From an optimization exercise on the open Yosys and OpenROAD flow, aimed at small area and a short achievable clock period; shortcuts taken in it are not production practice. Only simulation tests tie the RTL to the original design; equivalence was not proved. No activity file was given, so power comes from the tool's default toggle rates.

## design/flow/config.mk

```make
export PLATFORM = sky130hd
export DESIGN_NAME = mips_single_cycle
export DESIGN_NICKNAME = mips_single_cycle
export VERILOG_FILES = /design/flow/design.v
export SDC_FILE = /design/flow/constraint.sdc
export NUM_CORES = 4
export LEC_CHECK = 0
export CAP_MARGIN = 20
export CORE_MARGIN = 2
export CORE_UTILIZATION = 60
export CTS_BUF_LIST = sky130_fd_sc_hd__clkbuf_8
export CTS_CLUSTER_DIAMETER = 50
export CTS_CLUSTER_SIZE = 16
export SLEW_MARGIN = 20
export SYNTH_HIERARCHICAL = 1
```

## design/flow/constraint.sdc

```tcl
create_clock -name core_clock -period 12.0 [get_ports {clk}]
set_input_delay 2.4000 -clock core_clock [delete_from_list [all_inputs] [get_ports {clk}]]
set_output_delay 2.4000 -clock core_clock [all_outputs]
set_load 0.01 [all_outputs]
```

## design/flow/design.v

```verilog
package definitions;
typedef enum logic[5:0]{
 RTYPE = 6'b000000,
 ADDI = 6'b000001,
 SUBI = 6'b000010,
 ANDI = 6'b000011,
 ORI = 6'b000100,
 XORI = 6'b000101,
 LUI = 6'b000110,
 LLI = 6'b000111,
 LWR = 6'b001000,
 SWR = 6'b001001,
 LWI = 6'b001010,
 SWI = 6'b001011,
 BEQ = 6'b001100,
 BNE = 6'b001101,
 J = 6'b001110,
 JAL = 6'b001111,
 RET = 6'b010000, 
 BNEG = 6'b010001  
} opcode;
typedef enum logic[3:0]{
 ALU_ADD = 4'b0000,
 ALU_SUB = 4'b0001,
 ALU_AND = 4'b0010,
 ALU_OR = 4'b0011,
 ALU_XOR = 4'b0100,
 ALU_SLL = 4'b0101,
 ALU_SRL = 4'b0110,
 ALU_SLA = 4'b0111,
 ALU_SRA = 4'b1000,
 ALU_LUI = 4'b1001,
 ALU_LLI = 4'b1010,
 ALU_NOT = 4'b1011,  
 ALU_Z = 4'b1111  
} operation;
endpackage
module xor32
	 (input  logic [31:0] a,
	  input  logic [31:0] b,
	  output logic [31:0] y
	 );
assign y = a ^ b;
endmodule
module and32
	 (input  logic [31:0] a,
	  input  logic [31:0] b,
	  output logic [31:0] y
	 );
assign y = a & b;
endmodule
module rf_dec
	 (input  logic [4:0]  a,
	  input  logic [31:1] blk,
	  output logic [31:1] sel
	 );
logic [4:0] an;      
logic [3:0] lo_n;    
logic [7:0] hi_n;    
for (genvar k = 0; k < 5; k++) begin : g_inv
	rf_inv u (.a(a[k]), .y(an[k]));
end
for (genvar j = 0; j < 4; j++) begin : g_lo
	rf_nand2 u (.a(j[1] ? a[1] : an[1]), .b(j[0] ? a[0] : an[0]), .y(lo_n[j]));
end
for (genvar j = 0; j < 8; j++) begin : g_hi
	rf_nand3 u (.a(j[2] ? a[4] : an[4]), .b(j[1] ? a[3] : an[3]), .c(j[0] ? a[2] : an[2]), .y(hi_n[j]));
end
for (genvar i = 1; i < 32; i++) begin : g_sel
	rf_nor3 u (.a(hi_n[i / 4]), .b(lo_n[i % 4]), .c(blk[i]), .y(sel[i]));
end
endmodule
module rf_wdec
	 (input  logic        we,
	  input  logic [4:0]  wa,
	  output logic [31:1] blk
	 );
always_comb
	for (int i = 1; i < 32; i++)
		blk[i] = we & (wa == i[4:0]);
endmodule
module add32
	 (input  logic [31:0] a,
	  input  logic [31:0] b,
	  input  logic        cin,
	  output logic [31:0] s,
	  output logic [31:0] p,
	  output logic [31:0] g
	 );
logic [31:0] G, P;
xor32 x0 (.a(a), .b(b), .y(p));
and32 n0 (.a(a), .b(b), .y(g));
always_comb begin
	G = g;
	P = p;
	G[0] = g[0] | (p[0] & cin);
	for (int l = 0; l < 5; l++)
		for (int i = 0; i < 32; i++)
			if (i[l]) begin
				G[i] = G[i] | (P[i] & G[((i >> l) << l) - 1]);
				P[i] = P[i] & P[((i >> l) << l) - 1];
			end
end
xor32 x1 (.a(p), .b({G[30:0], cin}), .y(s));
endmodule
module shr32
	 (input  logic [31:0] x,
	  input  logic [4:0]  amt,
	  input  logic        big,   
	  input  logic        fill,
	  output logic [31:0] y
	 );
always_comb begin
	y = x;
	if (amt[0]) y = {{1{fill}},  y[31:1]};
	if (amt[1]) y = {{2{fill}},  y[31:2]};
	if (amt[2]) y = {{4{fill}},  y[31:4]};
	if (amt[3]) y = {{8{fill}},  y[31:8]};
	if (amt[4]) y = {{16{fill}}, y[31:16]};
	if (big)    y = {32{fill}};
end
endmodule
module alu_bit
	 (input  logic [6:0] s,
	  input  logic [6:0] d,
	  output logic       r
	 );
assign r = |(s & d);
endmodule
module alu
	 (input  logic [31:0] a,
	  input  logic [31:0] b,
	  input  logic        cin,
	  input  logic        sel_sum,
	  input  logic        sel_shr,
	  input  logic        sel_shl,    
	  input  logic        sel_p,      
	  input  logic        sel_g,      
	  input  logic        sel_na,     
	  input  logic        sel_b_lo,   
	  input  logic        sel_b_hi,   
	  input  logic        fill_en,    
	  output logic [31:0] r,
	  output logic        eq,    
	  output logic        neg    
	 );
logic [31:0] sum, p, g, sh_in, sh_out;
assign eq  = ~|p;
assign neg = sum[31];
add32 add0 (.a(a), .b(b), .cin(cin), .s(sum), .p(p), .g(g));
always_comb
	for (int i = 0; i < 32; i++)
		sh_in[i] = sel_shl ? b[31 - i] : b[i];
shr32 shr0 (.x(sh_in), .amt(a[4:0]), .big(|a[31:5]), .fill(fill_en & b[31]), .y(sh_out));
for (genvar i = 0; i < 32; i++) begin : g_r
	logic [6:0] s7, d7;
	assign s7 = {(i < 16) ? sel_b_lo : sel_b_hi, sel_na, sel_g, sel_p, sel_shl, sel_shr, sel_sum};
	assign d7 = {b[i], ~a[i], g[i], p[i], sh_out[31 - i], sh_out[i], sum[i]};
	alu_bit u (.s(s7), .d(d7), .r(r[i]));
end
endmodule
module rf_a22oi (input logic s0, d0, s1, d1, output logic y);
assign y = ~((s0 & d0) | (s1 & d1));
endmodule
module rf_nand2 (input logic a, b, output logic y);
assign y = ~(a & b);
endmodule
module rf_nand3 (input logic a, b, c, output logic y);
assign y = ~(a & b & c);
endmodule
module rf_nand4 (input logic a, b, c, d, output logic y);
assign y = ~(a & b & c & d);
endmodule
module rf_inv (input logic a, output logic y);
assign y = ~a;
endmodule
module rf_nor3 (input logic a, b, c, output logic y);
assign y = ~(a | b | c);
endmodule
module rf_nor2 (input logic a, b, output logic y);
assign y = ~(a | b);
endmodule
module rf_o21ai (input logic a1, a2, b1, output logic y);
assign y = ~((a1 | a2) & b1);
endmodule
module rf_rd_tree_en
	 (input  logic [31:1] sel,
	  input  logic [31:1] d,
	  input  logic        en,
	  output logic        m0,
	  output logic        m1
	 );
logic [15:0] y;
logic [3:0]  n;
for (genvar j = 0; j < 15; j++) begin : g_l1
	rf_a22oi u (.s0(sel[2*j+1]), .d0(d[2*j+1]), .s1(sel[2*j+2]), .d1(d[2*j+2]), .y(y[j]));
end
rf_nand2 u_l1 (.a(sel[31]), .b(d[31]), .y(y[15]));
for (genvar k = 0; k < 4; k++) begin : g_l2
	rf_nand4 u (.a(y[4*k]), .b(y[4*k+1]), .c(y[4*k+2]), .d(y[4*k+3]), .y(n[k]));
end
rf_o21ai u_l3a (.a1(n[0]), .a2(n[1]), .b1(en), .y(m0));
rf_o21ai u_l3b (.a1(n[2]), .a2(n[3]), .b1(en), .y(m1));
endmodule
module rf_rd_tree
	 (input  logic [31:1] sel,
	  input  logic [31:1] d,
	  output logic        m0,
	  output logic        m1
	 );
logic [15:0] y;
logic [3:0]  n;
for (genvar j = 0; j < 15; j++) begin : g_l1
	rf_a22oi u (.s0(sel[2*j+1]), .d0(d[2*j+1]), .s1(sel[2*j+2]), .d1(d[2*j+2]), .y(y[j]));
end
rf_nand2 u_l1 (.a(sel[31]), .b(d[31]), .y(y[15]));
for (genvar k = 0; k < 4; k++) begin : g_l2
	rf_nand4 u (.a(y[4*k]), .b(y[4*k+1]), .c(y[4*k+2]), .d(y[4*k+3]), .y(n[k]));
end
rf_nor2 u_l3a (.a(n[0]), .b(n[1]), .y(m0));
rf_nor2 u_l3b (.a(n[2]), .b(n[3]), .y(m1));
endmodule
module rf_hold
	 (input  logic we,
	  input  logic nwe,
	  input  logic wd,
	  input  logic q,
	  output logic d
	 );
assign d = (we & wd) | (nwe & q);
endmodule
module mips_single_cycle
	#(parameter INS_SIZE=32)
	 (input logic clk,
	  input logic rst,  
	  input logic[INS_SIZE-1:0] instruction,
	  input logic[31:0] dm_q,
	  output logic dm_we,
	  output logic [15:0] dm_address,
	  output logic [31:0] dm_d,
	  output logic [31:0] pc_out
	 );
logic [5:0]  op;
logic [4:0]  rs, rt, rd, sa;
logic [5:0]  func;
logic [15:0] imm;
assign op   = instruction[31:26];
assign rs   = instruction[25:21];
assign rt   = instruction[20:16];
assign rd   = instruction[15:11];
assign sa   = instruction[10:6];
assign func = instruction[5:0];
assign imm  = instruction[15:0];
logic op_r, op_imm, op_lw, op_sw, op_lsi, op_beq, op_bne, op_j, op_jal, op_ret, op_bneg;
logic sext, rf_we, shamt_sel;
always_comb begin
	op_r    = (op == 6'd0);
	op_imm  = (op >= 6'd1) && (op <= 6'd7);
	op_lw   = (op == 6'd8) || (op == 6'd10);
	op_sw   = (op == 6'd9) || (op == 6'd11);
	op_lsi  = (op == 6'd10) || (op == 6'd11);   
	op_beq  = (op == 6'd12);
	op_bne  = (op == 6'd13);
	op_j    = (op == 6'd14);
	op_jal  = (op == 6'd15);
	op_ret  = (op == 6'd16);
	op_bneg = (op == 6'd17);
	sext    = (op == 6'd1) || (op == 6'd2);
	rf_we   = op_r | op_imm | op_lw | op_jal;
	shamt_sel = op_r && (func == 6'd5 || func == 6'd6 || func == 6'd7 || func == 6'd8);
end
logic        we_p;    
logic [4:0]  wa_p;    
logic [31:0] res_p;   
logic [31:1][31:0] regs;
logic [31:0] qs, qt;
logic [31:1] row_we, row_nwe, blk;
logic [31:1] rs_sel, rt_sel;
logic        hit_s, hit_t;
always_comb
	for (int i = 1; i < 32; i++) begin
		row_we[i]  = we_p & (wa_p == i[4:0]);
		row_nwe[i] = ~row_we[i];
	end
rf_wdec wdec (.we(we_p), .wa(wa_p), .blk(blk));
rf_dec dec_s (.a(rs), .blk(blk), .sel(rs_sel));
rf_dec dec_t (.a(rt), .blk(blk), .sel(rt_sel));
assign hit_s = we_p & (rs == wa_p) & ~op_lsi;
assign hit_t = we_p & (rt == wa_p);
for (genvar b = 0; b < 32; b++) begin : g_rd
	logic [31:1] col;  
	logic        sm0, sm1, tm0, tm1, snb, tnb;
	for (genvar i = 1; i < 32; i++) begin : g_c
		assign col[i] = regs[i][b];
	end
	rf_rd_tree u_t (.sel(rt_sel), .d(col), .m0(tm0), .m1(tm1));
	rf_nand2 u_sb (.a(hit_s), .b(res_p[b]), .y(snb));
	rf_nand2 u_tb (.a(hit_t), .b(res_p[b]), .y(tnb));
	rf_nand3 u_t3 (.a(tm0), .b(tm1), .c(tnb), .y(qt[b]));
	rf_nand3 u_t3o (.a(tm0), .b(tm1), .c(tnb), .y(dm_d[b]));
	if (b < 16) begin : g_imm
		logic sni;
		rf_rd_tree_en u_s (.sel(rs_sel), .d(col), .en(~op_lsi), .m0(sm0), .m1(sm1));
		rf_nand2 u_si (.a(op_lsi), .b(imm[b]), .y(sni));
		rf_nand4 u_s4 (.a(sm0), .b(sm1), .c(snb), .d(sni), .y(qs[b]));
		rf_nand4 u_s4o (.a(sm0), .b(sm1), .c(snb), .d(sni), .y(dm_address[b]));
	end else begin : g_noimm
		rf_rd_tree u_s (.sel(rs_sel), .d(col), .m0(sm0), .m1(sm1));
		rf_nand3 u_s3 (.a(sm0), .b(sm1), .c(snb), .y(qs[b]));
	end
end
logic [31:1][31:0] regs_d;
for (genvar i = 1; i < 32; i++) begin : g_wr
	for (genvar b = 0; b < 32; b++) begin : g_b
		rf_hold u_h (.we(row_we[i]), .nwe(row_nwe[i]), .wd(res_p[b]), .q(regs[i][b]), .d(regs_d[i][b]));
	end
end
always_ff @(posedge clk)
	regs <= regs_d;
logic [31:0] pc, pc1, next_pc, next_seq;
logic [3:0]  f;
logic [31:0] a_n, b_n;
logic [4:0]  wa;
logic        pass, sub;
assign pc1 = pc + 32'd1;
assign wa  = op_r ? rd : (op_jal ? 5'd31 : rt);
always_comb begin
	case (op[2:0])
		3'd1: f = 4'd0;   
		3'd2: f = 4'd1;   
		3'd3: f = 4'd2;   
		3'd4: f = 4'd3;   
		3'd5: f = 4'd4;   
		3'd6: f = 4'd9;   
		3'd7: f = 4'd10;  
		default: f = 4'd0;
	endcase
	if (op_r)
		f = func[3:0];
end
assign pass = ~op_r & ~op_imm;
assign sub  = ~pass & (f == 4'd1);
always_comb begin
	if (shamt_sel)
		a_n = {26'd0, sa[4], sa};
	else if (~pass & (f == 4'd9))
		a_n = 32'd16;
	else
		a_n = qs;
end
always_comb begin
	if (op_r | op_beq | op_bne | op_bneg)
		b_n = qt;
	else if (op_lw)
		b_n = dm_q;
	else if (op_jal)
		b_n = pc1;
	else
		b_n = {{16{imm[15] & sext}}, imm};
	if (sub)
		b_n = ~b_n;
end
logic [31:0] res_n;
logic        eq, neg;
alu alu0 (.a(a_n), .b(b_n), .cin(sub),
          .sel_sum(~pass & ((f == 4'd0) | (f == 4'd1))),
          .sel_shr(~pass & ((f == 4'd6) | (f == 4'd8))),
          .sel_shl(~pass & ((f == 4'd5) | (f == 4'd7) | (f == 4'd9))),
          .sel_p(~pass & ((f == 4'd3) | (f == 4'd4))),
          .sel_g(~pass & ((f == 4'd2) | (f == 4'd3))),
          .sel_na(~pass & (f == 4'd11)),
          .sel_b_lo(pass | (f == 4'd10)),
          .sel_b_hi(pass),
          .fill_en(~pass & (f == 4'd8)),
          .r(res_n), .eq(eq), .neg(neg));
always_ff @(posedge clk) begin
	we_p  <= rf_we & ~rst & (wa != 5'd0);
	wa_p  <= wa;
	res_p <= res_n;
end
logic taken;
logic [31:0] r31;
assign taken = (op_beq & eq) | (op_bne & ~eq) | (op_bneg & neg);
assign r31   = row_we[31] ? res_p : regs[31];
always_comb begin
	if (op_j | op_jal)
		next_seq = {6'b0, instruction[25:0]};
	else if (op_ret)
		next_seq = r31;
	else
		next_seq = pc1;
	next_pc = taken ? {16'h0000, imm} : next_seq;
end
always_ff @(posedge clk) begin
	if (rst)
		pc <= '0;
	else
		pc <= next_pc;
end
assign pc_out     = pc;
assign dm_we      = op_sw & ~rst;
endmodule
```

## design/flow/flow/run.sh

```bash
#!/bin/bash
# Standard ORFS layout with: synthesis sized for light loads (the layout's
# repair sizes up what timing needs), small buffers on the ports, and setup
# repair pushed past the 12 ns clock (after clock tree synthesis and again
# after global routing).
set -euo pipefail
V=("ABC_LOAD_IN_FF=1" "BUFFER_PORTS_ARGS=-buffer_cell sky130_fd_sc_hd__buf_1")
bash standard.sh cts "${V[@]}" SETUP_SLACK_MARGIN=5 TNS_END_PERCENT=100 > flow_to_cts.log 2>&1
bash standard.sh finish "${V[@]}" SETUP_SLACK_MARGIN=4.8 TNS_END_PERCENT=100 > flow_finish.log 2>&1
```

## design/flow/standard.sh

```bash
#!/bin/bash
# synth_recipe.tcl (not shown) runs the flow's synth.tcl, then flattens the netlist and writes it again
# the make line also repeats each setting of config.mk as NAME=value (left out here)
make -C /OpenROAD-flow-scripts/flow DESIGN_CONFIG=/design/flow/config.mk WORK_HOME=/design/flow/orfs CLKGATE_MAP_FILE= SYNTH_SCRIPT=/design/flow/synth_recipe.tcl "${@:-finish}"
```

==> notes.md <==
## stage by stage
stage | cell area, µm² | instances | hold slack, ns
2_1_floorplan | 50900 | 5128 | 0.463
3_3_place_gp | 53700 | 6432 | 0.476
3_5_place_dp | 53700 | 6433 | 0.479
4_1_cts | 60100 | 6814 | 0.504
5_1_grt | 61400 | 6885 | 0.520
6_report | 61400 | 6891 | 0.507
## layout by cell type, fill, tap and decap left out, types with 53 or more instances in the layout
master	synthesis	layout
nor2_1	199	138
nor3_4	3	69
nand3_1	179	145
buf_4	7	319
a22o_1	999	997
dfxtp_1	1062	1057
xor2_1	103	67
nand2_1	329	319
clkbuf_8	0	110
buf_1	5	123
nand4_1	306	306
inv_1	90	83
a22oi_2	0	53
a22oi_1	1060	1007
## path summary, 6_finish.rpt
kind / startpoint / end / slack, ns / cells after the start
setup / recovery: instruction[22] / dm_address[5] / 4.54 / 12
hold / removal: regs[295] / regs[295] / 0.51 / 1
setup reg to reg: wa_p[1] / pc[7] / 4.66 / 23
hold reg to reg: regs[295] / regs[295] / 0.51 / 1
## power groups by stage
stage / Combinational (W) / Clock, W / Sequential, W
after floorplan: 0.000548 / 0 / 0.00395
after global placement: 0.000973 / 0 / 0.00394
after detailed placement: 0.000982 / 0 / 0.00395
after CTS: 0.00110 / 0.00262 / 0.00387
after global routing: 0.00123 / 0.00276 / 0.00390
final: 0.00123 / 0.00266 / 0.00389
## final cells by class
class | instances | area [µm²] | share of cell area, %
Multi-Input combinational cell | 3894 | 30600 | 49.9
Timing Repair inverter | 1 | 5.00 | 0.00815
Clock buffer | 110 | 1510 | 2.47
Sequential cell | 1062 | 21300 | 34.6
Tap cell | 1070 | 1340 | 2.18
Inverter | 92 | 384 | 0.626
Clock inverter | 76 | 942 | 1.53
Antenna cell | 8 | 20.0 | 0.0326
Timing Repair Buffer | 578 | 5310 | 8.65
## cell families (layout without fill, tap and decap cells)
logic type      count (synthesis)  in the layout
xor+xnor                      137            137
buf+inv                       179            857
compound gates               2381           2384
fa+ha+maj                       1              1
simple gates                 1263           1267
flops                        1062           1062
mux                           105            105
other cells                     0              8
## sequential cells by signal, indices dropped and copies added, names as in the netlist
name,flops
regs,992
pc,32
wa_p,5
res_p,32
we_p,1
## worst register-to-register path: cells and delay by family, from the launching register on
kind / cells / cell delay [ns]
flip-flops: 1 / 0.77
AO/OA/AOI/OAI: 6 / 1.48
AND/OR/NAND/NOR: 9 / 3.61
buffers and inverters: 5 / 0.89
XOR/XNOR: 3 / 0.46
## Yosys stat by module (local to each module, per instance), a selection
module	cells	copies in the design	cell area [µm²]	flip-flops and latches
add32	86	1	563	0
rf_inv	1	10	3.75	0
alu	89	1	682	0
shr32	257	1	1970	0
mips_single_cycle	1738	1	25200	1062
alu_bit	4	32	30.0	0
rf_nand3	1	96	5.00	0
rf_nand4	1	288	6.26	0
xor32	32	2	280	0
rf_nor2	1	96	3.75	0
## repair_timing
item	CTS	global route
endpoints found under the setup margin	112	74
cloned	28	8
buffers inserted	167	61
resized for setup	423	128
pin swaps	144	120
## layer usage
metal	vias to the layer above	share of wire (%)
met5	-	0.068
met2	6020	38
li1	22500	-
met4	10	10
met3	1726	19
met1	26900	33
## synth_stat cells, drive strengths merged (7+ instances only)
master / count
dfxtp: 1062
a22oi: 1060
a22o: 999
nand2: 329
nand4: 306
nor2: 200
nand3: 181
xor2: 103
inv: 92
o21ai: 89
nor3: 86
and2: 65
mux2: 59
a21oi: 54
buf: 45
clkbuf: 42
xnor2: 34
a222oi: 33
mux2i: 30
a21o: 27
nor4: 25
o211ai: 22
mux4: 16
and3: 15
nand2b: 13
o22ai: 12
a211oi: 11
a32o: 11
nor2b: 10
a31oi: 8
a221oi: 7
o22a: 7
or2: 7
or3: 7
==> impl_results.md <==
* Post-synth top area share at a little over two fifths
* Top Usage Layer GRT: met2
* Worst-path clk slew at 0.08 ns
* Synth Instances at 5128
* Tcrit/Tclk final at 62.2%
* Compound-cell area share of the yosys netlist at 37.9%
* Number of synthesized flops with an enable pin at 0
* Worst Skew at 0.0750 ns
* GR Layer Usage met2 at approximately three quarters
* Largest family of logic cells by synthesized area: compound AO/OA/AOI/OAI gates
* Critical path arrival at 5.06 ns
* CP Class: in -> out
* Largest net degree at the start of global routing at 65
* Clock power frac at 34.2%
* Flops & latches, synth at around 1.1k
* Hold buffers post-CTS at 0
* Vias at 57.1k
* CP required at 9.60 ns
* Gate power share at 15.8%
* CTS tree: built
* Cell family with most CP delay: simple AND/OR/NAND/NOR gates
* Synth Warn # at 11
* HP Class: reg -> reg
* Die ar. at 85600 µm²
* Nets at 5799
* Netlist Area Pre-Place at 50000 µm²
* Hold Vio Cnt, Final at 0
* Slew @ Worst Pin at between 1 and 1.5 ns
* Share of cells above drive strength 1 at 18.3%
* Routability Congestion at 1.07
* NetSw at about 0.0025 W
* Die Y at a little under 300 µm
* Final setup viols at 0
* Mux contribution to synthesized area at 2.67%
* Antenna violations before repair at 7
* Total grt overflow at 0
* Post-synthesis xor/xnor area fraction at 2.40%
* CP max FO at 7
* Max-Cap Viols at 0
* VDD IR max at about 0.12 mV
* Die width at 293 µm
* DRT antenna net count at 0
* # clock sinks at 1062
* IO buf count at 146
* Worst Path Buf+Inv at 6
* Detail Placement HPWL at 152000 µm
* Fin util at 74.6%
* Vias in the first global route at slightly above 50k
* Final wirelength at 255000 µm
* Min Tclk post-route at 7.46 ns
* Syn_area_per_cell at 9.75 µm²
* Power density cells at approximately 130 nW/µm²
* Seq/Total Area, Yosys at 42.5%
* Total power at 0.00778 W
* Number of remaining DRC errors at 0
* Max Fclk at 134 MHz
* Cell mode on critical path: buf_12
* Synth area leader: dfxtp_1
* Status: no timing/DRC/antenna violations
* First drt pass iteration count at 14
* Root buffer cell: clkbuf_8
* Post-Route Setup TNS at 0 ns
* Leak at 23.2 nW
* Row count at roughly 110
* Area Overhead vs Synth at 22.8%
* CP peak stage delay at about 0.60 ns
* RSZ-0062 raised after global routing: true
* Crit-path cells: buf_12, inv_4, nand2_8, buf_12, nor3_4, buf_12, clkbuf_4, a22oi_2, nand4_1, o21ai_4, nand4_1, buf_2
* Mapped Nets at 5195
* CTS Buf Count at 103
* Slew Limit Fails at 0
* Grt met1 use at 69.0%
* I/O Pins at ~150
* Simple-Gate Fraction of Synth Area at 12.8%
* Via density at 8.29
* P_int at 0.00529 W
* Async SR Flop Fraction at 0%
* Switching share of power at around 32%
* All-Layer GR Usage at around 56%
* Slowest cell on crit path: o21ai_4
* Routed length per placed instance at 37.0 µm
* Synth Area in Adders at less than 1%
* H-tree depth at 3
* CP endpoint kind: primary output
* Met3 usage in global routing at 28.2%
* Top cells by area, synth: dfxtp_1 43%, a22o_1 18%, a22oi_1 16%
* Cell variety after synth at 86
* Fillers at 5739
* Synth Flop Type: dfxtp_1
* Core area at 82200 µm²
* Starting Density at 60.8%
* Skew-Pair Late Insertion Delay at 0.86 ns
* DRC violation total after the first TritonRoute iteration at around 13k
* Final setup margin at 4.54 ns
* Global-route wire length before repair at 357000 µm
* Sequential Power Share at 50.0%
* Relative slew margins at 21.5%
* Startpoint class of the critical path: input pin
* Post-placement worst setup slack at approximately 2.2 ns
* Clk buf depth at 3

==> separate check: timing with driven ports <==
The results above use ideal ports. As a check the final layout listed here was re-extracted and re-timed, cells and wires unchanged. Step 1 sets driving cells, clkbuf_16 on the clock port and buf_2 on the other inputs (assumed; they add their load-dependent delay and slew). Step 2 adds t to the input delays and takes it off the output delays; t is the mean of the earliest and latest rising clock arrival at the registers after step 1. Input paths then give back, and output paths get back, about the clock's delay inside the block. Three values: ideal ports, drivers, drivers and shift; two values: the first two.
t, ns: 0.902
slack for setup (ns): 4.536 / 4.346 / 3.572
hold slack, ns: 0.507 / 0.507 / 0.507
latest minus earliest clock arrival (ns): 0.075 / 0.075
slew at the worst register clock pin (ns): 0.11 / 0.11
After both steps setup and hold are still met in this run. For this run, drivers alone change the setup slack by -0.190 ns; drivers and shift together by -0.964 ns.
